From an optimization exercise on the open Yosys and OpenROAD flow, aimed at small area; shortcuts taken in it are not production practice. Only simulation tests tie the RTL to the original design; equivalence was not proved. The clock port is modelled as an ideal driver; clocking choices that lean on that would not hold on a real chip. No activity file was given, so power comes from the tool's default toggle rates.

===== flow/config.mk =====
export PLATFORM = sky130hd
export DESIGN_NAME = Allocator
export DESIGN_NICKNAME = Allocator
export VERILOG_FILES = /design/flow/design.v
export SDC_FILE = /design/flow/constraint.sdc
export NUM_CORES = 4
export LEC_CHECK = 0
export ABC_AREA = 1
export CAP_MARGIN = 20
export CORE_MARGIN = 2
export CORE_UTILIZATION = 70
export CTS_BUF_LIST = sky130_fd_sc_hd__clkbuf_4
export SLEW_MARGIN = 20

===== flow/constraint.sdc =====
create_clock -name core_clock -period 5.0 [get_ports {clk_11MHz}]
set_input_delay 1.0000 -clock core_clock [delete_from_list [all_inputs] [get_ports {clk_11MHz}]]
set_output_delay 1.0000 -clock core_clock [all_outputs]
set_load 0.01 [all_outputs]

===== flow/design.v =====
`timescale 1ns / 1ps
module Allocator
	#(parameter MODEL_ADDR_WIDTH=10, MODEL_DATA_WIDTH=18, MODEL_LOC_SIZE=1024,
					WEIGHT_ADDR_WIDTH=11, WEIGHT_DATA_WIDTH=9, WEIGHT_LOC_SIZE=2048,
					TENSOR_ADDR_WIDTH=9, TENSOR_DATA_WIDTH=36, TENSOR_LOC_SIZE=512)
	(input clk_11MHz, input resetn,
	output reg [7:0] N,
	output reg [7:0] M,
	output reg mm_ena,
	output mm_wea,
	output [MODEL_ADDR_WIDTH-1:0] mm_addra,
	output [MODEL_DATA_WIDTH-1:0] mm_dla,
	output wm_ena_0, wm_ena_1, wm_ena_2, wm_ena_3, wm_ena_4, wm_ena_5, wm_ena_6, wm_ena_7,
	output wm_wea_0, wm_wea_1, wm_wea_2, wm_wea_3, wm_wea_4, wm_wea_5, wm_wea_6, wm_wea_7,
	output [WEIGHT_ADDR_WIDTH-1:0] wm_addra_0,
	output [WEIGHT_ADDR_WIDTH-1:0] wm_addra_1,
	output [WEIGHT_ADDR_WIDTH-1:0] wm_addra_2,
	output [WEIGHT_ADDR_WIDTH-1:0] wm_addra_3,
	output [WEIGHT_ADDR_WIDTH-1:0] wm_addra_4,
	output [WEIGHT_ADDR_WIDTH-1:0] wm_addra_5,
	output [WEIGHT_ADDR_WIDTH-1:0] wm_addra_6,
	output [WEIGHT_ADDR_WIDTH-1:0] wm_addra_7,
	output [WEIGHT_DATA_WIDTH-1:0] wm_dla_0,
	output [WEIGHT_DATA_WIDTH-1:0] wm_dla_1,
	output [WEIGHT_DATA_WIDTH-1:0] wm_dla_2,
	output [WEIGHT_DATA_WIDTH-1:0] wm_dla_3,
	output [WEIGHT_DATA_WIDTH-1:0] wm_dla_4,
	output [WEIGHT_DATA_WIDTH-1:0] wm_dla_5,
	output [WEIGHT_DATA_WIDTH-1:0] wm_dla_6,
	output [WEIGHT_DATA_WIDTH-1:0] wm_dla_7,
	output reg tm_ena,
	output tm_wea,
	output [TENSOR_ADDR_WIDTH-1:0] tm_addra,
	output [TENSOR_DATA_WIDTH-1:0] tm_dla,
	input [7:0] RxData,
	input valid,
	output reg start_sig,
	output reg [3:0] StateLED
	);
	reg [1:0] t;
	reg [2:0] p;
	reg [9:0]  C;        
	reg [7:0]  D;        
	reg [23:0] img;      
	reg [15:0] L;        
	reg        rowdone;  
	reg [15:0] rowcnt;   
	reg [10:0] acline;   
	reg        we;       
	wire ctrl   = (t == 2'b00);
	wire model  = (t == 2'b01);
	wire wgt    = (t == 2'b10);
	wire image  = (t == 2'b11);
	wire plast  = (p == 3'd7);
	wire FF     = (RxData == 8'hFF);
	wire Waiting = ctrl & ~p[0] & ~p[1];
	wire FType   = ctrl & p[0];
	wire Nnum    = model & (p == 3'd0);
	wire Mnum    = wgt & (p == 3'd0);
	wire ReadW   = wgt & (p == 3'd5);
	wire ReadImg = image & ~p[1];
	function [16:0] inc16(input [15:0] x);
		integer k;
		reg c;
		begin
			c = 1'b1;
			for (k = 0; k < 16; k = k + 1) begin
				inc16[k] = x[k] ^ c;
				c = c & x[k];
			end
			inc16[16] = c;
		end
	endfunction
	function [15:0] dec16(input [15:0] x);
		integer k;
		reg b;
		begin
			b = 1'b1;
			for (k = 0; k < 16; k = k + 1) begin
				dec16[k] = x[k] ^ b;
				b = b & ~x[k];
			end
		end
	endfunction
	function [10:0] inc11(input [10:0] x, input ci);
		integer k;
		reg c;
		begin
			c = ci;
			for (k = 0; k < 11; k = k + 1) begin
				inc11[k] = x[k] ^ c;
				c = c & x[k];
			end
		end
	endfunction
	wire [16:0] Cinc17 = inc16({6'd0, C});
	wire [9:0]  Cinc = Cinc17[9:0];
	wire [16:0] Hinc17 = inc16({8'd0, img[7:0]});
	wire [7:0]  Hinc = Hinc17[7:0];
	wire [16:0] Linc = inc16(L);
	wire [16:0] Lnext = rowdone ? 17'd1 : Linc;    
	wire [15:0] COL  = {img[15:8], img[23:16]};
	wire rowend  = (Lnext == {1'b0, COL});
	wire lastrow = (rowcnt == 16'd1);
	wire mend    = (&C[7:0]) & (&img[7:0]);
	wire iend    = (C[9:0] == 10'd782);
	assign mm_wea = mm_ena;
	assign mm_addra = {C[7:0], ~(p[2] ^ p[1]), p[2] & ~p[1]};
	assign mm_dla = {2'b00, img[23:16], D};
	wire [2:0] lane = L[2:0] - 3'd1;
	wire [7:0] wsel = {8{we}} & (8'd1 << lane);
	assign {wm_ena_7, wm_ena_6, wm_ena_5, wm_ena_4, wm_ena_3, wm_ena_2, wm_ena_1, wm_ena_0} = wsel;
	assign {wm_wea_7, wm_wea_6, wm_wea_5, wm_wea_4, wm_wea_3, wm_wea_2, wm_wea_1, wm_wea_0} = wsel;
	assign wm_addra_0 = acline; assign wm_addra_1 = acline;
	assign wm_addra_2 = acline; assign wm_addra_3 = acline;
	assign wm_addra_4 = acline; assign wm_addra_5 = acline;
	assign wm_addra_6 = acline; assign wm_addra_7 = acline;
	assign wm_dla_0 = {1'b0, D}; assign wm_dla_1 = {1'b0, D};
	assign wm_dla_2 = {1'b0, D}; assign wm_dla_3 = {1'b0, D};
	assign wm_dla_4 = {1'b0, D}; assign wm_dla_5 = {1'b0, D};
	assign wm_dla_6 = {1'b0, D}; assign wm_dla_7 = {1'b0, D};
	assign tm_wea = tm_ena;
	assign tm_addra = {1'b0, C[9:2]};
	assign tm_dla = {4'b0000, D, img};
	reg [1:0] nt;
	reg [2:0] np;
	always @(*) begin
		nt = t; np = p + 3'd1;
		if (plast) begin
			nt = 2'b00; np = FF ? 3'd0 : 3'd2;
		end else case (t)
		2'b00: begin
			if (p[1]) np = 3'd0;
			else if (p[0]) begin
				if (RxData == 8'h01) begin nt = 2'b01; np = 3'd0; end
				else if (RxData == 8'h02) begin nt = 2'b10; np = 3'd0; end
				else if (RxData == 8'h03) begin nt = 2'b11; np = 3'd1; end
				else np = 3'd2;
			end else np = FF ? 3'd1 : 3'd0;
		end
		2'b01: if (p == 3'd6) np = lastrow ? 3'd7 : 3'd1;
		2'b10: if (p == 3'd5) np = (rowend && lastrow) ? (mend ? 3'd7 : 3'd1) : 3'd5;
		2'b11: np = iend ? 3'd7 : 3'd1;
		endcase
	end
	always @(posedge clk_11MHz) begin
		if (~resetn) begin
			t <= 2'b00; p <= 3'd0;
			N <= 0; M <= 0; StateLED <= 0;
			mm_ena <= 0; we <= 0; tm_ena <= 0; start_sig <= 0;
		end else begin
			mm_ena <= valid && model && !p[0] && p != 3'd0;
			we <= valid && (ReadW || (we && !plast));
			tm_ena <= valid && ReadImg && C[1:0] == 2'd2;
			start_sig <= valid && ReadImg && iend;
			if (valid) begin
				t <= nt; p <= np;
				if (Nnum) N <= RxData;
				if (Mnum) M <= RxData;
				if (FType) StateLED[3] <= 0;
				if (image && plast && FF) StateLED[3] <= 1;
				if (model) StateLED[0] <= !(plast && FF);
				if (wgt) StateLED[1] <= !(plast && FF);
				if (image) StateLED[2] <= !(plast && FF);
			end
		end
	end
	always @(posedge clk_11MHz) begin
		if (valid) begin
			if (ReadW || !we) D <= RxData;
			if (!ReadW) img[23:8] <= {wgt ? RxData : D, img[23:16]};
			if (wgt) begin
				if (Mnum) img[7:0] <= 8'hFF;
				else if (p == 3'd1 && (&C[7:0])) img[7:0] <= Hinc;
			end else img[7:0] <= img[15:8];
			if (FType) C <= 10'h3FF;
			else if (Mnum) C[7:0] <= ~RxData;
			else if (p == 3'd1 && !ctrl) C <= Cinc;
			if (Mnum) acline <= 11'h7FF;
			else if (ReadW) acline <= inc11(acline, rowdone || L[2:0] == 3'd0);
			if (ReadW) L <= Lnext[15:0];
			rowdone <= !ReadW || rowend;
			if (wgt && p == 3'd1) rowcnt[15:8] <= RxData;
			else if (Nnum) rowcnt <= {8'd0, RxData};
			else if (wgt && p == 3'd2) rowcnt[7:0] <= RxData;
			else if ((ReadW && rowend && rowcnt != 16'd0) || (model && p == 3'd6)) rowcnt <= dec16(rowcnt);
		end
	end
endmodule

===== flow/flow/run.sh =====
#!/bin/bash
# The standard layout (standard.sh) with three changes:
#  - synthesis maps the logic with ABC's area mapper (flow/abc_area_map.script)
#    and without Yosys's half/full-adder extraction; registers, the synth
#    options and the flatten/rename steps are the standard flow's own (synth_recipe.tcl)
#  - each port's buffer is the smallest buffer cell
#  - the clock tree uses clkbuf_4 and no dummy loads
set -euo pipefail
here=$PWD
export AREA_ABC_SCRIPT=$here/flow/abc_area_map.script
{
  cat <<'TCL'
# use the area script for the technology mapping call of synth.tcl
proc abc {args} {
  set i [lsearch -exact $args -script]
  if {$i >= 0} { lset args [expr {$i + 1}] $::env(AREA_ABC_SCRIPT) }
  yosys abc {*}$args
}
TCL
  cat synth_recipe.tcl
} > area_synth.tcl
sed -e "s#SYNTH_SCRIPT=[^ ]*#SYNTH_SCRIPT=$here/area_synth.tcl ADDER_MAP_FILE=#" standard.sh > area_standard.sh
grep -q "SYNTH_SCRIPT=$here/area_synth.tcl" area_standard.sh
export BUFFER_PORTS_ARGS="-buffer_cell sky130_fd_sc_hd__buf_1"
export CTS_ARGS="-sink_clustering_enable -repair_clock_nets -buf_list sky130_fd_sc_hd__clkbuf_4 -dont_use_dummy_load"
bash area_standard.sh > standard_flow.log 2>&1

===== flow/flow/abc_area_map.script =====
strash
balance
rewrite
refactor
balance
rewrite
rewrite -z
balance
refactor -z
rewrite -z
balance
dch -f
amap
topo

===== flow/standard.sh =====
#!/bin/bash
# synth_recipe.tcl (not shown) runs the flow's synth.tcl, then flattens the netlist and writes it again
# the make line also repeats each setting of config.mk as NAME=value (left out here)
make -C /OpenROAD-flow-scripts/flow DESIGN_CONFIG=/design/flow/config.mk WORK_HOME=/design/flow/orfs CLKGATE_MAP_FILE= SYNTH_SCRIPT=/design/flow/synth_recipe.tcl "${@:-finish}"

==> flow_metrics.env, run 1 <==
export IMPL_power_density_nw_per_um2=238
export IMPL_ios=285
export IMPL_end_kind="flip-flop"
export IMPL_yosysWarnings=1
export IMPL_die_w_um=102
export IMPL_synth_seq_cells=115
export IMPL_die_area_um2=10500
export IMPL_drive_gt1_share_pct=3.79
export IMPL_post_cts_buffers=0
export IMPL_ant_nets=0
export IMPL_r2r_slack_ns=0.39
export IMPL_worst_hold_path_type="flip-flop to flip-flop"
export IMPL_portBuffers=269
export IMPL_synth_most_common_cell="buf_4"
export IMPL_syn_area_um2=6790
export IMPL_h_tree_depth=4
export IMPL_async_flop_share_pct=0
export IMPL_crit_start="L[0]"
export IMPL_post_route_util_pct=73.1
export IMPL_synth_seq_area_share_pct=46.6
export IMPL_synth_cells=750
export IMPL_finalSetupViolCount=0
export IMPL_worstReg2RegEnd="p[1]"
export IMPL_final_area_um2=6810
export IMPL_multiInputGateArea_um2=2080
export IMPL_rr_worst_depth=19
export IMPL_fin_cells=999
export IMPL_vias_per_cell=5.53
export IMPL_cp_max_fo=4
export IMPL_hold_viol_final=0
export IMPL_dp_hpwl_um=12200
export IMPL_hold_depth=0
export IMPL_total_leakage_power_nw=2.27
export IMPL_cts_tree="done"
export IMPL_yosys_area_top_type_share_pct=38.1
export IMPL_synth_top_area_cell="edfxtp_1"
export IMPL_syn2layout_area_growth_pct=0.406
export IMPL_grt_overflow=0
export IMPL_status="finished clean"
export IMPL_grt_pass1_vias=4898
export IMPL_initial_core_util_pct=72.8
export IMPL_critical_path_required_ns=5.42
export IMPL_die_h_um=102
export IMPL_synthTopCellsByCount="buf_4 (188), nor2_1 (115), edfxtp_1 (86), a21oi_1 (64), clkinv_1 (57)"
export IMPL_wl_per_cell_um=16.4
export IMPL_ctsHoldBuffers=0
export IMPL_crit_type="flip-flop to flip-flop"
export IMPL_p_total_w=0.00162
export IMPL_drt_iter0_markers=437
export IMPL_clock_sinks=115
export IMPL_cts_root_buf="clkbuf_4"
export IMPL_drv_slew=0
export IMPL_synth_distinct_cells=42
export IMPL_drcViolationCount=0
export IMPL_grt_max_degree=25
export IMPL_cp_start_kind="flip-flop"
export IMPL_synth_edff_count=86
export IMPL_cts_buffer_depth=2
export IMPL_min_period_ns=4.61
export IMPL_place_area_um2=6660
export IMPL_worstHoldStart="img[19]"
export IMPL_via_count=5525
export IMPL_setup_tns_ns=0
export IMPL_seq_area_um2=3160
export IMPL_clk_latency_ns=0.51
export IMPL_antenna_found_initial=0
export IMPL_crit_arrival_ns=5.03
export IMPL_gp_congestion=0.917
export IMPL_cap_violations=0
export IMPL_worst_slew_margin_rel_pct=27.6
export IMPL_syn_avg_cell_area_um2=9.05
export IMPL_timing_rr_start="L[0]"
export IMPL_fin_nets=883
export IMPL_n_fill_cell=772
export IMPL_tightest_slew_ns=1.09
export IMPL_fmax_mhz=217
export IMPL_irDropWorstVdd_uv=170
export IMPL_synth_area_leaders="edfxtp_1 (38%), buf_4 (21%), dfxtp_1 (8.6%)"
export IMPL_grt_pass1_wl_um=24500
export IMPL_dr_pass1_iters=5
export IMPL_drt_wl_total_um=16400
export IMPL_finClkSkew_ns=0.0385
export IMPL_hold_end="img[11]"
export IMPL_fp_row_count=35
export IMPL_diodes=0
export IMPL_cts_reportedPaths_clkPinSlew_ns=0.11
export IMPL_coreArea_um2=9330
export IMPL_dp_cells=982
export IMPL_period_share_pct=92.3
export IMPL_grt_use_total_pct=30.3
export IMPL_synth_ff_type="edfxtp_1"
export IMPL_cts_buffers=17
critical path, stage by stage (launching register included):
cell	delay [ns]
edfxtp_1	0.46
clkinv_1	0.10
nor2_2	0.05
and3_1	0.21
and2_0	0.20
and2_1	0.20
and2_0	0.18
nor3_1	0.31
a21oi_1	0.12
or4_1	0.42
or4_1	0.54
a2111oi_2	0.28
o2111ai_1	0.17
nor3_2	0.19
clkinv_1	0.14
o31a_1	0.31
o311ai_1	0.27
o311ai_0	0.15
o21a_1	0.13
nor2_1	0.07
layout by cell type (no fill, tap or decap), types with 4 or more instances in the layout:
cell / netlist / routed
o31ai_1: 4 / 4
edfxtp_1: 86 / 86
buf_4: 188 / 8
and3_1: 18 / 17
o221ai_1: 4 / 4
a21oi_1: 64 / 64
dfxtp_1: 29 / 29
clkbuf_4: 0 / 17
nor4_1: 4 / 4
nor2_1: 115 / 113
nor3_1: 24 / 22
o22ai_1: 10 / 10
buf_1: 0 / 269
a31oi_1: 6 / 6
and2_0: 9 / 8
clkinv_1: 57 / 56
conb_1: 1 / 15
o32ai_1: 5 / 5
o22a_1: 5 / 5
o21ai_0: 51 / 51
nand2_1: 31 / 31
or4_1: 8 / 8
logic make-up (layout without fill, tap and decap cells):
family | count (synthesis) | count (layout) | share of synthesized area [%]
xor gates and xnor gates | 1 | 1 | 0.129
AOI/OAI and AO/OA | 167 | 167 | 14.5
and+or+nand+nor | 221 | 221 | 14.8
buffers and inverters | 245 | 351 | 23.9
other | 1 | 15 | 0.0553
DFF | 115 | 115 | 46.6
final cells by class:
cell class	count	area share (%)
Clock buffer	17	1.87
Inverter	57	3.14
Multi-Input combinational cell	404	30.5
Sequential cell	115	46.4
Tap cell	129	2.37
Timing Repair Buffer	277	15.7
how the worst max path moves through the flow:
| stage | to |
|---|---|
| final | p[1] |
| after global placement | p[1] |
| after floorplan | rowcnt[0] |
| after CTS | p[1] |
| after global routing | p[1] |
| after detailed placement | p[1] |
repair_timing:
item                       4_1_cts  5_1_grt
pin swaps                        0        1
gates resized for setup          1       10
gates cloned                     0        0
setup endpoints to repair        1       18
power by group:
part / internal [W] / leakage (nW) / switching, W
Clock: 0.000155 / 0.0782 / 0.000294
Sequential: 0.00103 / 1.03 / 0.0000235
Combinational: 0.0000327 / 1.16 / 0.0000844
Total: 0.00122 / 2.27 / 0.000402
state kept, by name, indices dropped and copies added (netlist names):
name and cells:
img 24, L 16, rowcnt 16, acline 11, C 10, D 8
M 8, N 8, StateLED 4, p 3, t 2, mm_ena 1
rowdone 1, start_sig 1, tm_ena 1, we 1
routing by layer:
metal  up-vias  part of all wire [%]  GRT usage (%)
met5         -                     0              0
li1       2657                     -              -
met4         0                   1.7           11.5
met2       288                    48           47.6
met1      2556                    42           41.3
met3        24                   8.4           7.05
metrics by stage:
stage	hold WS (ns)	setup WS [ns]
after floorplan	0.519	0.681
after global placement	0.515	0.321
after detailed placement	0.527	0.0767
after CTS	0.533	0.0645
after global routing	0.544	-0.00169
final	0.530	0.386
==> run 2: changes to the inputs <==
--- a/flow/design.v
+++ b/flow/design.v
@@ -29,5 +29,5 @@
 	output [WEIGHT_DATA_WIDTH-1:0] wm_dla_6,
 	output [WEIGHT_DATA_WIDTH-1:0] wm_dla_7,
-	output reg tm_ena,
+	output tm_ena,
 	output tm_wea,
 	output [TENSOR_ADDR_WIDTH-1:0] tm_addra,
@@ -35,5 +35,5 @@
 	input [7:0] RxData,
 	input valid,
-	output reg start_sig,
+	output start_sig,
 	output reg [3:0] StateLED
 	);
@@ -48,4 +48,5 @@
 	reg [10:0] acline;   
 	reg        we;       
+	reg        lv;       
 	wire ctrl   = (t == 2'b00);
 	wire model  = (t == 2'b01);
@@ -120,5 +121,7 @@
 	assign wm_dla_4 = {1'b0, D}; assign wm_dla_5 = {1'b0, D};
 	assign wm_dla_6 = {1'b0, D}; assign wm_dla_7 = {1'b0, D};
+	assign tm_ena = lv & image & C[1] & C[0] & ~(C[9] & C[8] & C[4]);
 	assign tm_wea = tm_ena;
+	assign start_sig = lv & image & p[1];
 	assign tm_addra = {1'b0, C[9:2]};
 	assign tm_dla = {4'b0000, D, img};
@@ -148,10 +151,8 @@
 			t <= 2'b00; p <= 3'd0;
 			N <= 0; M <= 0; StateLED <= 0;
-			mm_ena <= 0; we <= 0; tm_ena <= 0; start_sig <= 0;
+			mm_ena <= 0; we <= 0;
 		end else begin
 			mm_ena <= valid && model && !p[0] && p != 3'd0;
 			we <= valid && (ReadW || (we && !plast));
-			tm_ena <= valid && ReadImg && C[1:0] == 2'd2;
-			start_sig <= valid && ReadImg && iend;
 			if (valid) begin
 				t <= nt; p <= np;
@@ -167,4 +168,5 @@
 	end
 	always @(posedge clk_11MHz) begin
+		lv <= valid;
 		if (valid) begin
 			if (ReadW || !we) D <= RxData;
==> flow_metrics.env, run 2 <==
export IMPL_place_area_um2=6630
export IMPL_cts_buffers=17
export IMPL_worst_slew_margin_rel_pct=26.7
export IMPL_grt_use_total_pct=29.6
export IMPL_wl_per_cell_um=16.0
export IMPL_synth_seq_cells=114
export IMPL_fmax_mhz=217
export IMPL_ctsHoldBuffers=0
export IMPL_synth_top_area_cell="edfxtp_1"
export IMPL_fin_ws_ns=0.399
export IMPL_ios=285
export IMPL_die_w_um=102
export IMPL_yosysWarnings=1
export IMPL_cts_root_buf="clkbuf_4"
export IMPL_syn_avg_cell_area_um2=8.99
export IMPL_fp_row_count=35
export IMPL_synth_ff_type="edfxtp_1"
export IMPL_diodes=0
export IMPL_cts_buffer_depth=2
export IMPL_crit_type="flip-flop to flip-flop"
export IMPL_dp_hpwl_um=12100
export IMPL_cts_reportedPaths_clkPinSlew_ns=0.10
export IMPL_setup_tns_ns=0
export IMPL_use_met1_pct=38.4
export IMPL_die_area_um2=10400
export IMPL_fin_cells=1003
export IMPL_synth_edff_count=86
export IMPL_dp_cells=984
export IMPL_synth_area_leaders="edfxtp_1 (38%), buf_4 (21%), dfxtp_1 (8.3%)"
export IMPL_portBuffers=269
export IMPL_crit_top_cell="nor2_1"
export IMPL_critical_path_required_ns=5.42
export IMPL_cp_max_fo=4
export IMPL_drcViolationCount=0
export IMPL_drt_wl_total_um=16100
export IMPL_hold_viol_final=0
export IMPL_drv_slew=0
export IMPL_ant_nets=0
export IMPL_cts_tree="done"
export IMPL_via_count=5527
export IMPL_synth_seq_area_share_pct=46.6
export IMPL_largest_register="img"
export IMPL_grt_max_degree=22
export IMPL_coreArea_um2=9280
export IMPL_grt_pass1_wl_um=23600
export IMPL_fin_nets=887
export IMPL_finClkSkew_ns=0.0484
export IMPL_met2_usage_pct=49.3
export IMPL_synthTopCellsByCount="buf_4 (188), nor2_1 (124), edfxtp_1 (86), a21oi_1 (68), clkinv_1 (54)"
export IMPL_drt_iter0_markers=378
export IMPL_hold_slack_ns=0.510
export IMPL_clk_latency_ns=0.52
export IMPL_power_density_nw_per_um2=237
export IMPL_worst_hold_path_type="flip-flop to flip-flop"
export IMPL_gr_usage_met3_pct=6.70
export IMPL_reg_top3="img x24, L x16, rowcnt x16"
export IMPL_drive_gt1_share_pct=4.12
export IMPL_layout_common_cells="buf_1 (269), nor2_1 (123), edfxtp_1 (86)"
export IMPL_synth_most_common_cell="buf_4"
export IMPL_min_period_ns=4.60
export IMPL_status="finished clean"
export IMPL_cp_start_kind="flip-flop"
export IMPL_yosys_area_top_type_share_pct=38.3
export IMPL_die_h_um=102
export IMPL_gp_congestion=0.951
export IMPL_synth_cells=751
export IMPL_final_common_cell="buf_1"
export IMPL_final_area_um2=6800
export IMPL_crit_path_max_incr_delay_ns=0.51
export IMPL_busiest_layer="met2"
export IMPL_syn_area_um2=6750
export IMPL_period_share_pct=92.0
export IMPL_vias_per_cell=5.51
export IMPL_critPathSlowestCell="or4_1"
export IMPL_total_leakage_power_nw=2.28
export IMPL_post_place_ws_ns=0.228
export IMPL_n_fill_cell=747
export IMPL_end_kind="flip-flop"
export IMPL_grt_overflow=0
export IMPL_cap_violations=0
export IMPL_dr_pass1_iters=6
export IMPL_antenna_found_initial=0
export IMPL_initial_core_util_pct=72.7
export IMPL_multiInputGateArea_um2=2080
export IMPL_crit_arrival_ns=5.02
export IMPL_irDropWorstVdd_uv=183
export IMPL_h_tree_depth=4
export IMPL_async_flop_share_pct=0
export IMPL_largest_register_ffs=24
export IMPL_seq_area_um2=3140
export IMPL_worstPathCellList="clkinv_1 > nor2_2 > clkinv_1 > nor2_1 > nor2_1 > nor3_2 > a21oi_1 > or4_1 > or4_1 > nor3_1 > o221ai_1 > a2111oi_2 > o2111ai_1 > nor2_1 > nor2b_2 > clkinv_1 > o31a_1 > nor3_1 > a211oi_1 > a311oi_1 > a21oi_1 > nor2_1"
export IMPL_finalSetupViolCount=0
export IMPL_syn2layout_area_growth_pct=0.760
export IMPL_grt_pass1_vias=4671
export IMPL_clock_sinks=114
export IMPL_tightest_slew_ns=1.10
export IMPL_synth_distinct_cells=41
[run 2: cell count changes after synthesis, moves of 3 or more]
cell / delta
o32ai_1: -4
nor2_1: +9
o22ai_1: +6
clkinv_1: -3
nor3_1: -3
nand3_1: +3
a211oi_1: +3
nor4_1: -3
nand2_1: -4
a21oi_1: +4
and2_0: +4
[run 2: critical path: cells and delay by family (launching register included)]
kind,cells,cell delay [ns]
AND/OR/NAND/NOR,11,2.25
AO/OA/AOI/OAI,8,1.47
flip-flops,1,0.41
buffers and inverters,3,0.36
[run 2: timing repair]
item                       in CTS  in global routing
setup endpoints to repair       0                 18
setup buffers                   0                  2
resized for setup               0                 11
[run 2: cell families after synthesis]
kind of cell	synth area share [%]
xor+xnor	0.130
simple gates	15.1
other cells	0.0555
flops	46.6
compound gates	14.3
buf+inv	23.9
[run 2: layout make-up]
cell class                      instances  share of cell area, %
Inverter                               54                   2.98
Sequential cell                       114                   46.2
Tap cell                              129                   2.37
Clock buffer                           17                   1.88
Multi-Input combinational cell        409                   30.5
Timing Repair Buffer                  280                   16.1
[run 2: path summary, 6_finish.rpt]
kind,startpoint,to,slack (ns),cells after the start
setup reg to reg,L[0],p[1],0.40,22
hold reg to reg,M[4],M[4],0.51,2
setup / recovery,L[0],p[1],0.40,22
hold / removal,M[4],M[4],0.51,2
[run 2: stage by stage]
step / total power (W) / util (%)
2_1_floorplan: 0.00118 / -
3_3_place_gp: 0.00119 / 71.4
3_5_place_dp: 0.00119 / 71.4
4_1_cts: 0.00162 / 72.8
5_1_grt: 0.00167 / 73.3
6_report: 0.00161 / 73.3
[run 2: power by group]
group	internal [W]	total, W	switching [W]	leakage [nW]
Combinational	0.0000336	0.000121	0.0000875	1.17
Clock	0.000155	0.000442	0.000287	0.0782
Sequential	0.00103	0.00105	0.0000243	1.03
[run 2: metal layers]
layer | wire [µm] | vias up
li1 | - | 2651
met1 | 6240 | 2553
met2 | 8160 | 288
met3 | 1260 | 35
met4 | 395 | 0
met5 | 0 | -
==> run 3: changes to the inputs <==
--- a/flow/flow/run.sh
+++ b/flow/flow/run.sh
@@ -5,5 +5,6 @@
 #    options and the flatten/rename steps are the standard flow's own (synth_recipe.tcl)
 #  - each port's buffer is the smallest buffer cell
-#  - the clock tree uses clkbuf_4 and no dummy loads
+#  - the clock tree is four clkbuf_16, each driving a quarter of the
+#    flip-flops (flow/clock_tree.tcl, run as ORFS's PRE_CTS_TCL hook)
 set -euo pipefail
 here=$PWD
@@ -24,3 +25,4 @@
 export BUFFER_PORTS_ARGS="-buffer_cell sky130_fd_sc_hd__buf_1"
 export CTS_ARGS="-sink_clustering_enable -repair_clock_nets -buf_list sky130_fd_sc_hd__clkbuf_4 -dont_use_dummy_load"
+export PRE_CTS_TCL=$here/flow/clock_tree.tcl
 bash area_standard.sh > standard_flow.log 2>&1
==> flow/flow/clock_tree.tcl (new file) <==
# PRE_CTS_TCL hook: a clock tree built by hand, in place of TritonCTS's.
# The clock port drives CLK_LEAVES (default 4) clock buffers (CLK_LEAF_BUF,
# default clkbuf_16), through a root buffer CLK_ROOT_BUF if one is named
# (default none). Each leaf sits at the centre of a group of flip-flops
# (split by position into equal groups) and drives that group's clock pins.
# The cts step's detailed placement then legalizes the buffers.
proc build_clock_tree {} {
  set nleaf [expr {[info exists ::env(CLK_LEAVES)] ? $::env(CLK_LEAVES) : 4}]
  set master_name [expr {[info exists ::env(CLK_LEAF_BUF)] ? $::env(CLK_LEAF_BUF) : "sky130_fd_sc_hd__clkbuf_16"}]
  set db [ord::get_db]
  set block [ord::get_db_block]
  set master [$db findMaster $master_name]
  set root_name [expr {[info exists ::env(CLK_ROOT_BUF)] ? $::env(CLK_ROOT_BUF) : "none"}]
  set clk_port [sta::get_property [lindex [all_clocks] 0] sources]
  set clk_name [get_full_name $clk_port]
  set clk_net [$block findNet $clk_name]
  set sinks {}
  foreach it [$clk_net getITerms] {
    lappend sinks [list $it {*}[[$it getInst] getLocation]]
  }
  # split into groups of close flip-flops: sort by x, cut into columns,
  # then sort each column by y and cut into rows
  set ncol [expr {$nleaf >= 4 ? 2 : 1}]
  if {$nleaf >= 8} { set ncol [expr {$nleaf / 4}] }
  set nrow [expr {$nleaf / $ncol}]
  set sinks [lsort -integer -index 1 $sinks]
  set n [llength $sinks]
  set groups {}
  for {set c 0} {$c < $ncol} {incr c} {
    set col [lrange $sinks [expr {$c * $n / $ncol}] [expr {($c + 1) * $n / $ncol - 1}]]
    set col [lsort -integer -index 2 $col]
    set m [llength $col]
    for {set r 0} {$r < $nrow} {incr r} {
      lappend groups [lrange $col [expr {$r * $m / $nrow}] [expr {($r + 1) * $m / $nrow - 1}]]
    }
  }
  # root buffer at the centre of all flip-flops (none: the port drives the leaves)
  if {$root_name eq "none"} {
    set root_net $clk_net
  } else {
  set sx 0; set sy 0
  foreach s $sinks { incr sx [lindex $s 1]; incr sy [lindex $s 2] }
  set root [odb::dbInst_create $block [$db findMaster $root_name] "clkroot"]
  set root_net [odb::dbNet_create $block "clknet_root"]
  $root_net setSigType CLOCK
  [$root findITerm A] connect $clk_net
  [$root findITerm X] connect $root_net
  $root setLocation [expr {$sx / $n}] [expr {$sy / $n}]
  $root setPlacementStatus PLACED
  }
  set i 0
  foreach g $groups {
    set sx 0; set sy 0
    foreach s $g { incr sx [lindex $s 1]; incr sy [lindex $s 2] }
    set cx [expr {$sx / [llength $g]}]
    set cy [expr {$sy / [llength $g]}]
    set inst [odb::dbInst_create $block $master "clkleaf_$i"]
    set net [odb::dbNet_create $block "clknet_leaf_$i"]
    $net setSigType CLOCK
    [$inst findITerm A] connect $root_net
    [$inst findITerm X] connect $net
    foreach s $g {
      set it [lindex $s 0]
      $it disconnect
      $it connect $net
    }
    $inst setLocation $cx $cy
    $inst setPlacementStatus PLACED
    incr i
  }
  puts "build_clock_tree: [llength $groups] leaf buffers ($master_name) for $n clock pins"
}
build_clock_tree
# the tree is complete: keep clock_tree_synthesis from adding to it
set skip {}
foreach n [[ord::get_db_block] getNets] { if {[$n getSigType] eq "CLOCK"} { lappend skip [$n getName] } }
set_cts_config -skip_nets $skip
puts "clock nets left to clock_tree_synthesis: none ([llength $skip] skipped)"
==> flow_metrics.env, run 3 <==
export IMPL_status="finished clean"
export IMPL_grt_use_total_pct=28.0
export IMPL_synth_seq_area_share_pct=46.6
export IMPL_clockPowerShare_pct=24.4
export IMPL_synth_top_area_cell="edfxtp_1"
export IMPL_yosys_area_top_type_share_pct=38.3
export IMPL_seq_area_um2=3140
export IMPL_fin_nets=874
export IMPL_synth_seq_cells=114
export IMPL_grt_pass1_wl_um=23300
export IMPL_drv_slew=0
export IMPL_ios=285
export IMPL_grt_overflow=0
export IMPL_cp_start_kind="flip-flop"
export IMPL_ant_nets=0
export IMPL_total_leakage_power_nw=2.25
export IMPL_syn_area_um2=6750
export IMPL_hold_viol_final=0
export IMPL_drt_iter0_markers=481
export IMPL_synth_distinct_cells=41
export IMPL_die_area_um2=10400
export IMPL_via_count=5467
export IMPL_power_internal_w=0.00121
export IMPL_final_common_cell="buf_1"
export IMPL_clk_latency_ns=0.17
export IMPL_cp_max_fo=4
export IMPL_syn_avg_cell_area_um2=8.99
export IMPL_worst_hold_path_type="flip-flop to flip-flop"
export IMPL_vias_per_cell=5.52
export IMPL_fin_ws_ns=0.430
export IMPL_yosysWarnings=1
export IMPL_largest_register="img"
export IMPL_crit_path_max_incr_delay_ns=0.51
export IMPL_reg_top3="img x24, L x16, rowcnt x16"
export IMPL_pwr_share_comb_pct=7.8
export IMPL_async_flop_share_pct=0
export IMPL_min_period_ns=4.57
export IMPL_dp_hpwl_um=12100
export IMPL_place_area_um2=6630
export IMPL_layout_common_cells="buf_1 (269), nor2_1 (123), edfxtp_1 (86)"
export IMPL_n_fill_cell=739
export IMPL_synthTopCellsByCount="buf_4 (188), nor2_1 (124), edfxtp_1 (86), a21oi_1 (68), clkinv_1 (54)"
export IMPL_period_share_pct=91.4
export IMPL_crit_type="flip-flop to flip-flop"
export IMPL_grt_max_degree=30
export IMPL_worstPathCellList="clkinv_1 > nor2_2 > clkinv_1 > nor2_1 > nor2_1 > nor3_2 > a21oi_1 > or4_1 > or4_1 > nor3_1 > o221ai_1 > a2111oi_2 > o2111ai_1 > nor2_1 > nor2b_2 > clkinv_1 > o31a_1 > nor3_1 > a211oi_1 > a311oi_1 > a21oi_1 > nor2_1"
export IMPL_power_density_nw_per_um2=229
export IMPL_portBuffers=269
export IMPL_drive_gt1_share_pct=2.67
export IMPL_synth_ff_type="edfxtp_1"
export IMPL_largest_register_ffs=24
export IMPL_critPathSlowestCell="or4_1"
export IMPL_fmax_mhz=219
export IMPL_tightest_slew_ns=1.08
export IMPL_initial_core_util_pct=72.7
export IMPL_final_area_um2=6780
export IMPL_power_frac_seq_pct=67.8
export IMPL_crit_arrival_ns=4.68
export IMPL_critical_path_required_ns=5.11
export IMPL_switching_share_pct=22.0
export IMPL_cts_reportedPaths_clkPinSlew_ns=0.11
export IMPL_coreArea_um2=9280
export IMPL_fin_cells=990
export IMPL_syn2layout_area_growth_pct=0.352
export IMPL_irDropWorstVdd_uv=255
export IMPL_fp_row_count=35
export IMPL_die_h_um=102
export IMPL_finClkSkew_ns=0.00992
export IMPL_p_sw_w=0.000342
export IMPL_worst_slew_margin_rel_pct=28.2
export IMPL_crit_top_cell="nor2_1"
export IMPL_post_place_ws_ns=0.228
export IMPL_multiInputGateArea_um2=2080
export IMPL_dr_pass1_iters=5
export IMPL_end_kind="flip-flop"
export IMPL_die_w_um=102
export IMPL_cap_violations=0
export IMPL_synth_cells=751
export IMPL_drt_wl_total_um=15800
export IMPL_diodes=0
export IMPL_wl_per_cell_um=16.0
export IMPL_antenna_found_initial=0
export IMPL_grt_pass1_vias=4629
export IMPL_gp_congestion=0.951
export IMPL_finalSetupViolCount=0
export IMPL_hold_slack_ns=0.510
export IMPL_synth_most_common_cell="buf_4"
export IMPL_drcViolationCount=0
export IMPL_dp_cells=984
export IMPL_synth_area_leaders="edfxtp_1 (38%), buf_4 (21%), dfxtp_1 (8.3%)"
export IMPL_synth_edff_count=86
[run 3: cell counts after synthesis]
No cell type changed its count.
[run 3: worst paths after layout]
check | to | cells after the start | from | slack [ns]
setup / recovery | p[1] | 22 | L[0] | 0.43
setup reg to reg | p[1] | 22 | L[0] | 0.43
hold reg to reg | M[4] | 2 | M[4] | 0.51
hold / removal | M[4] | 2 | M[4] | 0.51
[run 3: stage by stage]
| step | setup TNS [ns] | util [%] | power (W) |
|---|---|---|---|
| after floorplan | 0 | - | 0.00118 |
| after global placement | 0 | 71.4 | 0.00119 |
| after detailed placement | 0 | 71.4 | 0.00119 |
| after CTS | 0 | 72.5 | 0.00147 |
| after global routing | -0.0303 | 73.0 | 0.00160 |
| final | 0 | 73.0 | 0.00155 |
[run 3: kinds of logic after synthesis]
kind of cell	count (synthesis)	share of synthesized area, %
and+or+nand+nor	225	15.1
other	1	0.0555
buffers and inverters	242	23.9
AOI/OAI and AO/OA	168	14.3
xor gates and xnor gates	1	0.130
DFF	114	46.6
[run 3: worst max-delay path, delay by kind of cell (launching register included)]
kind | cells | cell delay, ns
simple gates | 11 | 2.27
compound gates | 8 | 1.46
flops | 1 | 0.41
buf+inv | 3 | 0.37
[run 3: final cells by class]
class,count,share of cell area [%]
buffer,4,1.48
timing repair buffer,280,16.1
multi-input combinational,409,30.6
inverter,54,2.99
tap,129,2.38
sequential,114,46.4
[run 3: power by group through the flow]
| stage | Combinational (W) | Sequential [W] | Clock, W |
|---|---|---|---|
| global route | 0.000133 | 0.00105 | 0.000413 |
| CTS | 0.000121 | 0.00107 | 0.000281 |
| floorplan | 0.000109 | 0.00107 | 0 |
| finish | 0.000121 | 0.00105 | 0.000379 |
| detailed placement | 0.000121 | 0.00107 | 0 |
| global placement | 0.000119 | 0.00107 | 0 |
[run 3: what timing repair did]
action | CTS | global route
setup endpoints to repair | 0 | 18
hold buffers | 0 | 0
setup buffers | 0 | 2
resized for setup | 0 | 11
[run 3: layer usage]
layer	wire (µm)	global-route usage [%]	part of all wire, %
met3	1110	3.28	7.0
met1	6350	38.2	40
met2	7890	47.6	50
met5	0	0	0
met4	469	8.00	3.0
==> run 4: changes to the inputs <==
--- a/flow/design.v
+++ b/flow/design.v
@@ -40,5 +40,5 @@
 	reg [1:0] t;
 	reg [2:0] p;
-	reg [9:0]  C;        
+	reg [7:0]  C;        
 	reg [7:0]  D;        
 	reg [23:0] img;      
@@ -95,6 +95,7 @@
 		end
 	endfunction
-	wire [16:0] Cinc17 = inc16({6'd0, C});
-	wire [9:0]  Cinc = Cinc17[9:0];
+	wire [16:0] Cinc17 = inc16({8'd0, C});
+	wire [7:0]  Cinc = Cinc17[7:0];
+	wire [9:0]  ibyte = {acline[1:0], C};    
 	wire [16:0] Hinc17 = inc16({8'd0, img[7:0]});
 	wire [7:0]  Hinc = Hinc17[7:0];
@@ -105,5 +106,5 @@
 	wire lastrow = (rowcnt == 16'd1);
 	wire mend    = (&C[7:0]) & (&img[7:0]);
-	wire iend    = (C[9:0] == 10'd782);
+	wire iend    = (ibyte == 10'd782);
 	assign mm_wea = mm_ena;
 	assign mm_addra = {C[7:0], ~(p[2] ^ p[1]), p[2] & ~p[1]};
@@ -121,8 +122,8 @@
 	assign wm_dla_4 = {1'b0, D}; assign wm_dla_5 = {1'b0, D};
 	assign wm_dla_6 = {1'b0, D}; assign wm_dla_7 = {1'b0, D};
-	assign tm_ena = lv & image & C[1] & C[0] & ~(C[9] & C[8] & C[4]);
+	assign tm_ena = lv & image & ibyte[1] & ibyte[0] & ~(ibyte[9] & ibyte[8] & ibyte[4]);
 	assign tm_wea = tm_ena;
 	assign start_sig = lv & image & p[1];
-	assign tm_addra = {1'b0, C[9:2]};
+	assign tm_addra = {1'b0, ibyte[9:2]};
 	assign tm_dla = {4'b0000, D, img};
 	reg [1:0] nt;
@@ -176,9 +177,10 @@
 				else if (p == 3'd1 && (&C[7:0])) img[7:0] <= Hinc;
 			end else img[7:0] <= img[15:8];
-			if (FType) C <= 10'h3FF;
-			else if (Mnum) C[7:0] <= ~RxData;
+			if (FType) C <= 8'hFF;
+			else if (Mnum) C <= ~RxData;
 			else if (p == 3'd1 && !ctrl) C <= Cinc;
-			if (Mnum) acline <= 11'h7FF;
+			if (FType) acline <= 11'h7FF;
 			else if (ReadW) acline <= inc11(acline, rowdone || L[2:0] == 3'd0);
+			else if (ReadImg && (&C)) acline <= inc11(acline, 1'b1);
 			if (ReadW) L <= Lnext[15:0];
 			rowdone <= !ReadW || rowend;
==> flow_metrics.env, run 4 <==
export IMPL_synth_cells=749
export IMPL_vias_per_cell=5.48
export IMPL_gp_congestion=0.941
export IMPL_r2r_slack_ns=0.35
export IMPL_multiInputGateArea_um2=2080
export IMPL_irDropWorstVdd_uv=259
export IMPL_crit_top_cell="or4_1"
export IMPL_ant_nets=0
export IMPL_fin_cells=989
export IMPL_ios=285
export IMPL_wl_per_cell_um=15.7
export IMPL_seq_area_um2=3080
export IMPL_worst_slew_margin_rel_pct=31.2
export IMPL_drive_gt1_share_pct=2.79
export IMPL_dp_cells=983
export IMPL_min_period_ns=4.65
export IMPL_critPathSlowestCell="or4_1"
export IMPL_cp_max_fo=4
export IMPL_grt_use_total_pct=27.3
export IMPL_crit_arrival_ns=4.71
export IMPL_rr_worst_depth=21
export IMPL_synth_ff_type="edfxtp_1"
export IMPL_tightest_slew_ns=1.02
export IMPL_reg_top3="img x24, L x16, rowcnt x16"
export IMPL_cp_start_kind="flip-flop"
export IMPL_cp_top_family="simple AND/OR/NAND/NOR gates"
export IMPL_crit_buf_inv=3
export IMPL_drv_slew=0
export IMPL_grt_overflow=0
export IMPL_total_leakage_power_nw=2.27
export IMPL_grt_pass1_wl_um=22800
export IMPL_drt_wl_total_um=15600
export IMPL_worstHoldStart="M[4]"
export IMPL_final_area_um2=6730
export IMPL_fin_nets=873
export IMPL_crit_type="flip-flop to flip-flop"
export IMPL_via_count=5418
export IMPL_diodes=0
export IMPL_cts_reportedPaths_clkPinSlew_ns=0.11
export IMPL_finalSetupViolCount=0
export IMPL_die_w_um=102
export IMPL_fp_row_count=35
export IMPL_die_area_um2=10400
export IMPL_initial_core_util_pct=72.2
export IMPL_largest_register="img"
export IMPL_syn_avg_cell_area_um2=8.95
export IMPL_synth_seq_cells=112
export IMPL_fmax_mhz=215
export IMPL_synthTopCellsByCount="buf_4 (190), nor2_1 (129), edfxtp_1 (84), a21oi_1 (52), clkinv_1 (50)"
export IMPL_coreArea_um2=9280
export IMPL_grt_pass1_vias=4495
export IMPL_rsz0062_at_grt="no"
export IMPL_largest_register_ffs=24
export IMPL_hold_depth=2
export IMPL_synth_top_area_cell="edfxtp_1"
export IMPL_antenna_found_initial=0
export IMPL_synth_edff_count=84
export IMPL_place_area_um2=6590
export IMPL_drt_iter0_markers=342
export IMPL_worst_hold_path_type="flip-flop to flip-flop"
export IMPL_n_fill_cell=802
export IMPL_async_flop_share_pct=0
export IMPL_power_density_nw_per_um2=228
export IMPL_clk_latency_ns=0.17
export IMPL_synth_most_common_cell="buf_4"
export IMPL_post_route_util_pct=72.5
export IMPL_cap_violations=0
export IMPL_end_kind="flip-flop"
export IMPL_yosys_area_top_type_share_pct=37.6
export IMPL_layout_common_cells="buf_1 (269), nor2_1 (127), edfxtp_1 (84)"
export IMPL_die_h_um=102
export IMPL_dr_pass1_iters=6
export IMPL_syn_area_um2=6710
export IMPL_synth_seq_area_share_pct=46.0
export IMPL_drcViolationCount=0
export IMPL_portBuffers=269
export IMPL_status="finished clean"
export IMPL_grt_max_degree=29
export IMPL_hold_end="M[4]"
export IMPL_period_share_pct=93.1
export IMPL_final_common_cell="buf_1"
export IMPL_synth_area_leaders="edfxtp_1 (38%), buf_4 (21%), dfxtp_1 (8.4%)"
export IMPL_critical_path_required_ns=5.06
export IMPL_timing_rr_start="L[0]"
export IMPL_worstPathCellList="clkinv_1 > nor2_2 > inv_2 > nor2_2 > nor2_1 > nor3_2 > a21oi_1 > or4_1 > or4_1 > or4_1 > a2111oi_1 > o2111ai_1 > a2111oi_2 > buf_4 > nand2_1 > a311oi_1 > o21a_1 > nor3_1 > o2111ai_1 > o21a_1 > nor2_1"
export IMPL_hold_viol_final=0
export IMPL_finClkSkew_ns=0.00992
export IMPL_dp_hpwl_um=11800
export IMPL_setup_tns_ns=0
export IMPL_worstReg2RegEnd="p[2]"
export IMPL_synth_distinct_cells=41
export IMPL_syn2layout_area_growth_pct=0.373
export IMPL_yosysWarnings=1
export IMPL_crit_path_max_incr_delay_ns=0.53
## run 4: repair_timing
item                                    4_1_cts  5_1_grt
hold buffers                                  0        0
endpoints found under the hold margin         0        0
endpoints found under the setup margin        0       18
gates resized for setup                       0        8
setup buffers                                 0        2
## run 4: report_power, final
| group | switching, W | total (W) | internal, W |
|---|---|---|---|
| sequential | 0.0000240 | 0.00103 | 0.00101 |
| clock | 0.000231 | 0.000380 | 0.000149 |
| combinational | 0.0000860 | 0.000119 | 0.0000335 |
## run 4: kinds of logic (layout without fill, tap and decap cells)
kind of cell / count (synthesis) / count (layout) / synth area share (%)
simple gates: 251 / 251 / 16.9
buf+inv: 240 / 337 / 24.1
xor+xnor: 1 / 1 / 0.131
flops: 112 / 112 / 46.0
compound gates: 144 / 144 / 12.8
other cells: 1 / 15 / 0.0559
## run 4: worst register-to-register path, stage by stage, from the launching register on
cell	delay, ns
edfxtp_1	0.39
clkinv_1	0.12
nor2_2	0.16
inv_2	0.08
nor2_2	0.14
nor2_1	0.07
nor3_2	0.17
a21oi_1	0.09
or4_1	0.40
or4_1	0.53
or4_1	0.51
a2111oi_1	0.33
o2111ai_1	0.20
a2111oi_2	0.30
buf_4	0.17
nand2_1	0.06
a311oi_1	0.22
o21a_1	0.15
nor3_1	0.04
o2111ai_1	0.20
o21a_1	0.16
nor2_1	0.04
## run 4: worst max-delay path by stage
stage                     from         end  slack [ns]  cells after the start
after global routing      L[0]  rowcnt[14]        0.02                     19
after detailed placement  L[0]        p[2]        0.07                     21
final                     L[0]        p[2]        0.35                     21
after floorplan           L[1]   rowcnt[0]        0.31                     15
after global placement    L[0]        p[2]        0.20                     21
after CTS                 L[0]        p[2]        0.04                     21
## run 4: final cells by class
cell class                      instances  area share, %
Sequential cell                       112           45.8
Tap cell                              129           2.40
Inverter                               50           2.79
Multi-Input combinational cell        411           31.0
Timing Repair Buffer                  283           16.6
Buffer                                  4           1.49
## run 4: metrics by stage
stage | total power, W | hold WS, ns | setup WS, ns
after floorplan | 0.00116 | 0.512 | 0.310
after global placement | 0.00117 | 0.482 | 0.197
after detailed placement | 0.00117 | 0.495 | 0.0670
after CTS | 0.00145 | 0.492 | 0.0360
after global routing | 0.00157 | 0.548 | 0.0231
final | 0.00153 | 0.508 | 0.346
## run 4: layer usage
layer | wire length, µm | share of wire (%) | track usage, % | up-vias
met1 | 6290 | 40 | 39.1 | 2467
li1 | - | - | - | 2634
met2 | 7660 | 49 | 45.1 | 282
met4 | 426 | 2.7 | 7.38 | 0
met5 | 0 | 0 | 0 | -
met3 | 1190 | 7.6 | 2.46 | 35
==> run 5: changes to the inputs <==
--- a/flow/flow/run.sh
+++ b/flow/flow/run.sh
@@ -5,5 +5,5 @@
 #    options and the flatten/rename steps are the standard flow's own (synth_recipe.tcl)
 #  - each port's buffer is the smallest buffer cell
-#  - the clock tree is four clkbuf_16, each driving a quarter of the
+#  - the clock tree is four buf_12, each driving a quarter of the
 #    flip-flops (flow/clock_tree.tcl, run as ORFS's PRE_CTS_TCL hook)
 set -euo pipefail
--- a/flow/flow/clock_tree.tcl
+++ b/flow/flow/clock_tree.tcl
@@ -1,5 +1,5 @@
 # PRE_CTS_TCL hook: a clock tree built by hand, in place of TritonCTS's.
 # The clock port drives CLK_LEAVES (default 4) clock buffers (CLK_LEAF_BUF,
-# default clkbuf_16), through a root buffer CLK_ROOT_BUF if one is named
+# default buf_12), through a root buffer CLK_ROOT_BUF if one is named
 # (default none). Each leaf sits at the centre of a group of flip-flops
 # (split by position into equal groups) and drives that group's clock pins.
@@ -7,5 +7,5 @@
 proc build_clock_tree {} {
   set nleaf [expr {[info exists ::env(CLK_LEAVES)] ? $::env(CLK_LEAVES) : 4}]
-  set master_name [expr {[info exists ::env(CLK_LEAF_BUF)] ? $::env(CLK_LEAF_BUF) : "sky130_fd_sc_hd__clkbuf_16"}]
+  set master_name [expr {[info exists ::env(CLK_LEAF_BUF)] ? $::env(CLK_LEAF_BUF) : "sky130_fd_sc_hd__buf_12"}]
   set db [ord::get_db]
   set block [ord::get_db_block]
==> flow_metrics.env, run 5 <==
export IMPL_largest_register_ffs=24
export IMPL_switching_share_pct=22.3
export IMPL_antenna_found_initial=0
export IMPL_yosys_area_top_type_share_pct=37.6
export IMPL_reg_top3="img x24, L x16, rowcnt x16"
export IMPL_via_count=5419
export IMPL_rsz0062_at_grt="no"
export IMPL_worst_slew_margin_rel_pct=30.9
export IMPL_yosysWarnings=1
export IMPL_drv_slew=0
export IMPL_drive_gt1_share_pct=2.79
export IMPL_end_kind="flip-flop"
export IMPL_crit_buf_inv=3
export IMPL_synth_distinct_cells=41
export IMPL_die_w_um=102
export IMPL_crit_type="flip-flop to flip-flop"
export IMPL_synth_seq_cells=112
export IMPL_ant_nets=0
export IMPL_n_fill_cell=804
export IMPL_critPathSlowestCell="or4_1"
export IMPL_setup_tns_ns=0
export IMPL_synth_top_area_cell="edfxtp_1"
export IMPL_p_sw_w=0.000337
export IMPL_cp_start_kind="flip-flop"
export IMPL_power_internal_w=0.00117
export IMPL_fin_nets=873
export IMPL_ctsHoldBuffers=0
export IMPL_crit_arrival_ns=4.69
export IMPL_cts_reportedPaths_clkPinSlew_ns=0.11
export IMPL_cap_violations=0
export IMPL_dr_pass1_iters=8
export IMPL_synth_edff_count=84
export IMPL_layout_common_cells="buf_1 (269), nor2_1 (127), edfxtp_1 (84)"
export IMPL_synth_ff_type="edfxtp_1"
export IMPL_ios=285
export IMPL_syn_area_um2=6710
export IMPL_syn_avg_cell_area_um2=8.95
export IMPL_grt_max_degree=29
export IMPL_syn2layout_area_growth_pct=0.0747
export IMPL_worst_hold_path_type="flip-flop to flip-flop"
export IMPL_coreArea_um2=9280
export IMPL_crit_top_cell="or4_1"
export IMPL_synth_area_leaders="edfxtp_1 (38%), buf_4 (21%), dfxtp_1 (8.4%)"
export IMPL_p_total_w=0.00151
export IMPL_dp_cells=983
export IMPL_fmax_mhz=215
export IMPL_grt_pass1_wl_um=22800
export IMPL_dp_hpwl_um=11800
export IMPL_synth_most_common_cell="buf_4"
export IMPL_largest_register="img"
export IMPL_fp_row_count=35
export IMPL_drcViolationCount=0
export IMPL_diodes=0
export IMPL_die_area_um2=10400
export IMPL_drt_wl_total_um=15600
export IMPL_final_common_cell="buf_1"
export IMPL_fin_cells=989
export IMPL_grt_overflow=0
export IMPL_power_density_nw_per_um2=225
export IMPL_cp_max_fo=4
export IMPL_tightest_slew_ns=1.03
export IMPL_synth_seq_area_share_pct=46.0
export IMPL_post_route_util_pct=72.3
export IMPL_power_frac_seq_pct=68.4
export IMPL_clockPowerShare_pct=23.7
export IMPL_synthTopCellsByCount="buf_4 (190), nor2_1 (129), edfxtp_1 (84), a21oi_1 (52), clkinv_1 (50)"
export IMPL_vias_per_cell=5.48
export IMPL_period_share_pct=93.1
export IMPL_finalSetupViolCount=0
export IMPL_total_leakage_power_nw=2.26
export IMPL_worstPathCellList="clkinv_1 > nor2_2 > inv_2 > nor2_2 > nor2_1 > nor3_2 > a21oi_1 > or4_1 > or4_1 > or4_1 > a2111oi_1 > o2111ai_1 > a2111oi_2 > buf_4 > nand2_1 > a311oi_1 > o21a_1 > nor3_1 > o2111ai_1 > o21a_1 > nor2_1"
export IMPL_gp_congestion=0.941
export IMPL_wl_per_cell_um=15.8
export IMPL_initial_core_util_pct=72.2
export IMPL_crit_path_max_incr_delay_ns=0.53
export IMPL_finClkSkew_ns=0.00649
export IMPL_cp_top_family="simple AND/OR/NAND/NOR gates"
export IMPL_grt_use_total_pct=27.2
export IMPL_hold_viol_final=0
export IMPL_pwr_share_comb_pct=7.9
export IMPL_drt_iter0_markers=371
export IMPL_portBuffers=269
export IMPL_die_h_um=102
export IMPL_min_period_ns=4.65
export IMPL_async_flop_share_pct=0
export IMPL_status="finished clean"
export IMPL_grt_pass1_vias=4478
export IMPL_clk_latency_ns=0.14
export IMPL_irDropWorstVdd_uv=280
export IMPL_critical_path_required_ns=5.03
export IMPL_synth_cells=749
export IMPL_r2r_slack_ns=0.35
==> run 5: cell counts after synthesis <==
No cell type changed its count.
==> run 5: area by class of cell <==
type | instances | area [µm²] | area share (%)
flip-flops and latches | 112 | 3080 | 45.9
multi-input cells | 411 | 2080 | 31.1
repair buffers | 283 | 1110 | 16.6
inverters | 50 | 188 | 2.80
well taps | 129 | 161 | 2.40
plain buffers | 4 | 80.1 | 1.19
==> run 5: layer usage <==
metal / vias up / routed length (µm) / track usage [%]
met5: - / 0 / 0
met4: 0 / 447 / 7.28
met3: 35 / 1180 / 2.46
met2: 264 / 7640 / 45.1
met1: 2485 / 6310 / 39.0
li1: 2635 / - / -
==> run 5: worst register-to-register path: cells and delay by family, from the launching register on <==
kind	cells	cell delay, ns
buffers and inverters	3	0.38
and+or+nand+nor	10	2.12
AOI/OAI and AO/OA	8	1.64
DFF	1	0.40
==> run 5: metrics by stage <==
step	hold slack, ns	area (µm²)	worst slack [ns]
6_report	0.509	6710	0.345
3_3_place_gp	0.482	6590	0.197
2_1_floorplan	0.512	6760	0.310
5_1_grt	0.549	6710	0.0219
4_1_cts	0.492	6670	0.0360
3_5_place_dp	0.495	6590	0.0670
==> run 5: path summary, 6_finish.rpt <==
check	from	end	depth (start not counted)
setup / recovery	L[0]	p[2]	21
hold / removal	M[4]	M[4]	2
setup reg to reg	L[0]	p[2]	21
hold reg to reg	M[4]	M[4]	2
==> run 5: repair_timing <==
| item | in CTS | in global routing |
|---|---|---|
| setup buffers | 0 | 2 |
| setup endpoints to repair | 0 | 18 |
| resized for setup | 0 | 8 |
==> run 5: power groups by stage <==
stage | combinational (W) | sequential (W) | clock, W
after floorplan | 0.000108 | 0.00105 | 0
after global placement | 0.000117 | 0.00105 | 0
after detailed placement | 0.000118 | 0.00105 | 0
after CTS | 0.000119 | 0.00105 | 0.000264
after global routing | 0.000131 | 0.00104 | 0.000387
final | 0.000119 | 0.00103 | 0.000358
==> run 5: cells by family (layout without fill, tap and decap cells) <==
| family | count (synthesis) | count (layout) | share of synthesized area, % |
|---|---|---|---|
| and+or+nand+nor | 251 | 251 | 16.9 |
| buffers and inverters | 240 | 337 | 24.1 |
| AOI/OAI and AO/OA | 144 | 144 | 12.8 |
| DFF | 112 | 112 | 46.0 |
| other | 1 | 15 | 0.0559 |
| xor gates and xnor gates | 1 | 1 | 0.131 |
==> run 6: changes to the inputs <==
--- a/flow/design.v
+++ b/flow/design.v
@@ -108,5 +108,5 @@
 	wire iend    = (ibyte == 10'd782);
 	assign mm_wea = mm_ena;
-	assign mm_addra = {C[7:0], ~(p[2] ^ p[1]), p[2] & ~p[1]};
+	assign mm_addra = {acline[7:0], ~(p[2] ^ p[1]), p[2] & ~p[1]};
 	assign mm_dla = {2'b00, img[23:16], D};
 	wire [2:0] lane = L[2:0] - 3'd1;
@@ -143,5 +143,5 @@
 			end else np = FF ? 3'd1 : 3'd0;
 		end
-		2'b01: if (p == 3'd6) np = lastrow ? 3'd7 : 3'd1;
+		2'b01: if (p == 3'd6) np = mend ? 3'd7 : 3'd1;
 		2'b10: if (p == 3'd5) np = (rowend && lastrow) ? (mend ? 3'd7 : 3'd1) : 3'd5;
 		2'b11: np = iend ? 3'd7 : 3'd1;
@@ -173,20 +173,19 @@
 			if (ReadW || !we) D <= RxData;
 			if (!ReadW) img[23:8] <= {wgt ? RxData : D, img[23:16]};
-			if (wgt) begin
-				if (Mnum) img[7:0] <= 8'hFF;
+			if (wgt || model) begin
+				if (p == 3'd0) img[7:0] <= 8'hFF;
 				else if (p == 3'd1 && (&C[7:0])) img[7:0] <= Hinc;
 			end else img[7:0] <= img[15:8];
 			if (FType) C <= 8'hFF;
-			else if (Mnum) C <= ~RxData;
+			else if (Nnum || Mnum) C <= ~RxData;
 			else if (p == 3'd1 && !ctrl) C <= Cinc;
 			if (FType) acline <= 11'h7FF;
 			else if (ReadW) acline <= inc11(acline, rowdone || L[2:0] == 3'd0);
-			else if (ReadImg && (&C)) acline <= inc11(acline, 1'b1);
+			else if ((ReadImg && (&C)) || (model && p == 3'd1)) acline <= inc11(acline, 1'b1);
 			if (ReadW) L <= Lnext[15:0];
 			rowdone <= !ReadW || rowend;
 			if (wgt && p == 3'd1) rowcnt[15:8] <= RxData;
-			else if (Nnum) rowcnt <= {8'd0, RxData};
 			else if (wgt && p == 3'd2) rowcnt[7:0] <= RxData;
-			else if ((ReadW && rowend && rowcnt != 16'd0) || (model && p == 3'd6)) rowcnt <= dec16(rowcnt);
+			else if (ReadW && rowend && rowcnt != 16'd0) rowcnt <= dec16(rowcnt);
 		end
 	end
==> flow_metrics.env, run 6 <==
export IMPL_status="finished clean"
export IMPL_synth_seq_cells=112
export IMPL_worst_slew_margin_rel_pct=31.1
export IMPL_grt_overflow=0
export IMPL_grt_max_degree=29
export IMPL_dr_pass1_iters=5
export IMPL_grt_pass1_wl_um=23800
export IMPL_synth_top_area_cell="edfxtp_1"
export IMPL_drv_slew=0
export IMPL_final_area_um2=6710
export IMPL_largest_register_ffs=24
export IMPL_drcViolationCount=0
export IMPL_worst_hold_path_type="flip-flop to flip-flop"
export IMPL_total_leakage_power_nw=2.25
export IMPL_period_share_pct=95.0
export IMPL_finClkSkew_ns=0.0115
export IMPL_fmax_mhz=210
export IMPL_rr_worst_depth=18
export IMPL_cts_reportedPaths_clkPinSlew_ns=0.12
export IMPL_cp_start_kind="flip-flop"
export IMPL_post_route_util_pct=72.2
export IMPL_r2r_slack_ns=0.25
export IMPL_endpoint="p[2]"
export IMPL_highest_layer="met4"
export IMPL_worstReg2RegEnd="p[2]"
export IMPL_synth_distinct_cells=42
export IMPL_synth_seq_area_share_pct=45.7
export IMPL_ios=285
export IMPL_synth_cells=743
export IMPL_reg_top3="img x24, L x16, rowcnt x16"
export IMPL_post_place_ws_ns=-0.0404
export IMPL_finalSetupViolCount=0
export IMPL_setup_tns_ns=0
export IMPL_worstHoldStart="StateLED[3]"
export IMPL_crit_start="L[1]"
export IMPL_ctsHoldBuffers=0
export IMPL_synth_edff_count=84
export IMPL_initial_core_util_pct=72.7
export IMPL_syn_area_um2=6750
export IMPL_grt_use_total_pct=29.1
export IMPL_synthTopCellsByCount="buf_4 (198), nor2_1 (113), edfxtp_1 (84), a21oi_1 (49), clkinv_1 (47)"
export IMPL_wl_met3_um=1480
export IMPL_critical_path_required_ns=5.04
export IMPL_min_period_ns=4.75
export IMPL_via_count=5491
export IMPL_vias_per_cell=5.65
export IMPL_syn_avg_cell_area_um2=9.08
export IMPL_yosysWarnings=1
export IMPL_largest_register="img"
export IMPL_syn2layout_area_growth_pct=-0.649
export IMPL_irDropWorstVdd_uv=225
export IMPL_place_area_um2=6560
export IMPL_ant_nets=0
export IMPL_hold_viol_final=0
export IMPL_end_kind="flip-flop"
export IMPL_fin_nets=856
export IMPL_fp_row_count=35
export IMPL_cp_max_fo=4
export IMPL_crit_arrival_ns=4.79
export IMPL_synth_ff_type="edfxtp_1"
export IMPL_crit_type="flip-flop to flip-flop"
export IMPL_grt_pass1_vias=4612
export IMPL_power_density_nw_per_um2=226
export IMPL_fin_ws_ns=0.249
export IMPL_wl_met2_um=8270
export IMPL_synth_area_leaders="edfxtp_1 (37%), buf_4 (22%), dfxtp_1 (8.3%)"
export IMPL_layout_common_cells="buf_1 (269), nor2_1 (110), edfxtp_1 (84)"
export IMPL_dp_hpwl_um=12600
export IMPL_die_h_um=102
export IMPL_drt_iter0_markers=393
export IMPL_coreArea_um2=9280
export IMPL_async_flop_share_pct=0
export IMPL_final_common_cell="buf_1"
export IMPL_n_fill_cell=733
export IMPL_diodes=0
export IMPL_gp_congestion=0.941
export IMPL_portBuffers=269
export IMPL_wl_per_cell_um=17.0
export IMPL_clk_latency_ns=0.15
export IMPL_tightest_slew_ns=1.03
export IMPL_timing_rr_start="L[1]"
export IMPL_cap_violations=0
export IMPL_yosys_area_top_type_share_pct=37.4
export IMPL_antenna_found_initial=0
export IMPL_m1WireLength_um=6440
export IMPL_die_w_um=102
export IMPL_drt_wl_total_um=16500
export IMPL_drive_gt1_share_pct=3.32
export IMPL_die_area_um2=10400
export IMPL_synth_most_common_cell="buf_4"
[run 6: cell count changes in the layout (fill, tap and decap cells not counted), sizes merged, moves of 4 or more]
cell,change
a2111oi,-4
clkinv,-6
nor2,-16
o21ai,+8
o22ai,-10
o32ai,+5
[run 6: logic make-up after synthesis]
family                    count (synthesis)  synth area share [%]
AOI/OAI and AO/OA                       145                  13.2
xor gates and xnor gates                  2                 0.260
buffers and inverters                   245                  24.6
DFF                                     112                  45.7
other                                     1                0.0556
and+or+nand+nor                         238                  16.2
[run 6: layout make-up]
| type | instances | area (µm²) | share of cell area [%] |
|---|---|---|---|
| tap | 129 | 161 | 2.41 |
| timing repair buffer | 280 | 1090 | 16.3 |
| sequential | 112 | 3080 | 46.0 |
| inverter | 47 | 179 | 2.67 |
| buffer | 4 | 80.1 | 1.19 |
| multi-input combinational | 400 | 2110 | 31.5 |
[run 6: worst min path at each step]
stage / to / slack, ns / cells after the start
global placement: StateLED[3] / 0.48 / 2
detailed placement: StateLED[3] / 0.48 / 2
finish: StateLED[3] / 0.51 / 2
floorplan: mm_ena / 0.49 / 1
CTS: StateLED[3] / 0.48 / 2
global route: StateLED[3] / 0.54 / 2
[run 6: critical path, stage by stage (launching register included)]
cell and delay (ns):
edfxtp_1 0.42, buf_4 0.16, nor2_2 0.18, nor3_1 0.11, or2_0 0.21, a211o_1 0.26, or4_1 0.50, or4_1 0.52
a2111o_1 0.36, a2111o_1 0.36, nor3_2 0.19, inv_2 0.07, or4b_4 0.53, nor3_2 0.12, nor2_1 0.06, o221a_1 0.21
o2111ai_1 0.19, o21a_1 0.16, nor2_1 0.04
[run 6: per-layer routing]
layer / track usage, % / vias to the layer above
li1: - / 2597
met1: 39.3 / 2542
met2: 51.1 / 319
met3: 2.94 / 33
met4: 6.67 / 0
met5: 0 / -
[run 6: timing repair]
item	CTS	global route
endpoints found under the setup margin	1	2
resized for setup	4	13
setup buffers	0	1
pin swaps	0	3
hold endpoints to repair	0	0
[run 6: power breakdown]
group,internal (W),switching [W]
clock,0.000131,0.000234
sequential,0.00101,0.0000256
combinational,0.0000329,0.0000851
[run 6: metrics by stage]
step                power (W)  hold slack, ns  cells
finish                0.00152           0.506    972
global route          0.00156           0.545    972
CTS                   0.00144           0.482    971
detailed placement    0.00117           0.480    967
global placement      0.00117           0.476    967
floorplan             0.00116           0.490    757

-- separate check: timing with driven ports --
The flow's constraints put no driver on any port. The routed layouts listed below were extracted and timed again, unchanged, in two steps.
Step 1, drivers: a clkbuf_16 drives clk_11MHz and a buf_2 each remaining input, both assumed.
Step 2 times the ports against the registers' clock, not the clock port: input delays grow and output delays shrink by t, the midpoint of the rising clock arrivals with the driver on.
Three values: ideal ports, drivers, drivers and shift; two values: the first two.
run	t (ns)	slack for setup (ns)	latest minus earliest clock arrival (ns)	slew at the worst register clock pin (ns)	worst data-port slew with drivers (ns)
run 1	0.522	0.386 / 0.386 / 0.386	0.038 / 0.039	0.11 / 0.11	0.03
run 2	0.528	0.399 / 0.399 / 0.399	0.048 / 0.049	0.12 / 0.12	0.03
run 3	0.251	0.430 / 0.430 / 0.430	0.010 / 0.010	0.11 / 0.11	0.03
run 4	0.245	0.346 / 0.346 / 0.346	0.010 / 0.010	0.11 / 0.11	0.03
run 5	0.227	0.345 / 0.345 / 0.345	0.008 / 0.007	0.11 / 0.11	0.03
run 6	0.230	0.249 / 0.249 / 0.249	0.011 / 0.012	0.12 / 0.12	0.05
After both steps setup and hold are still met in every run listed.
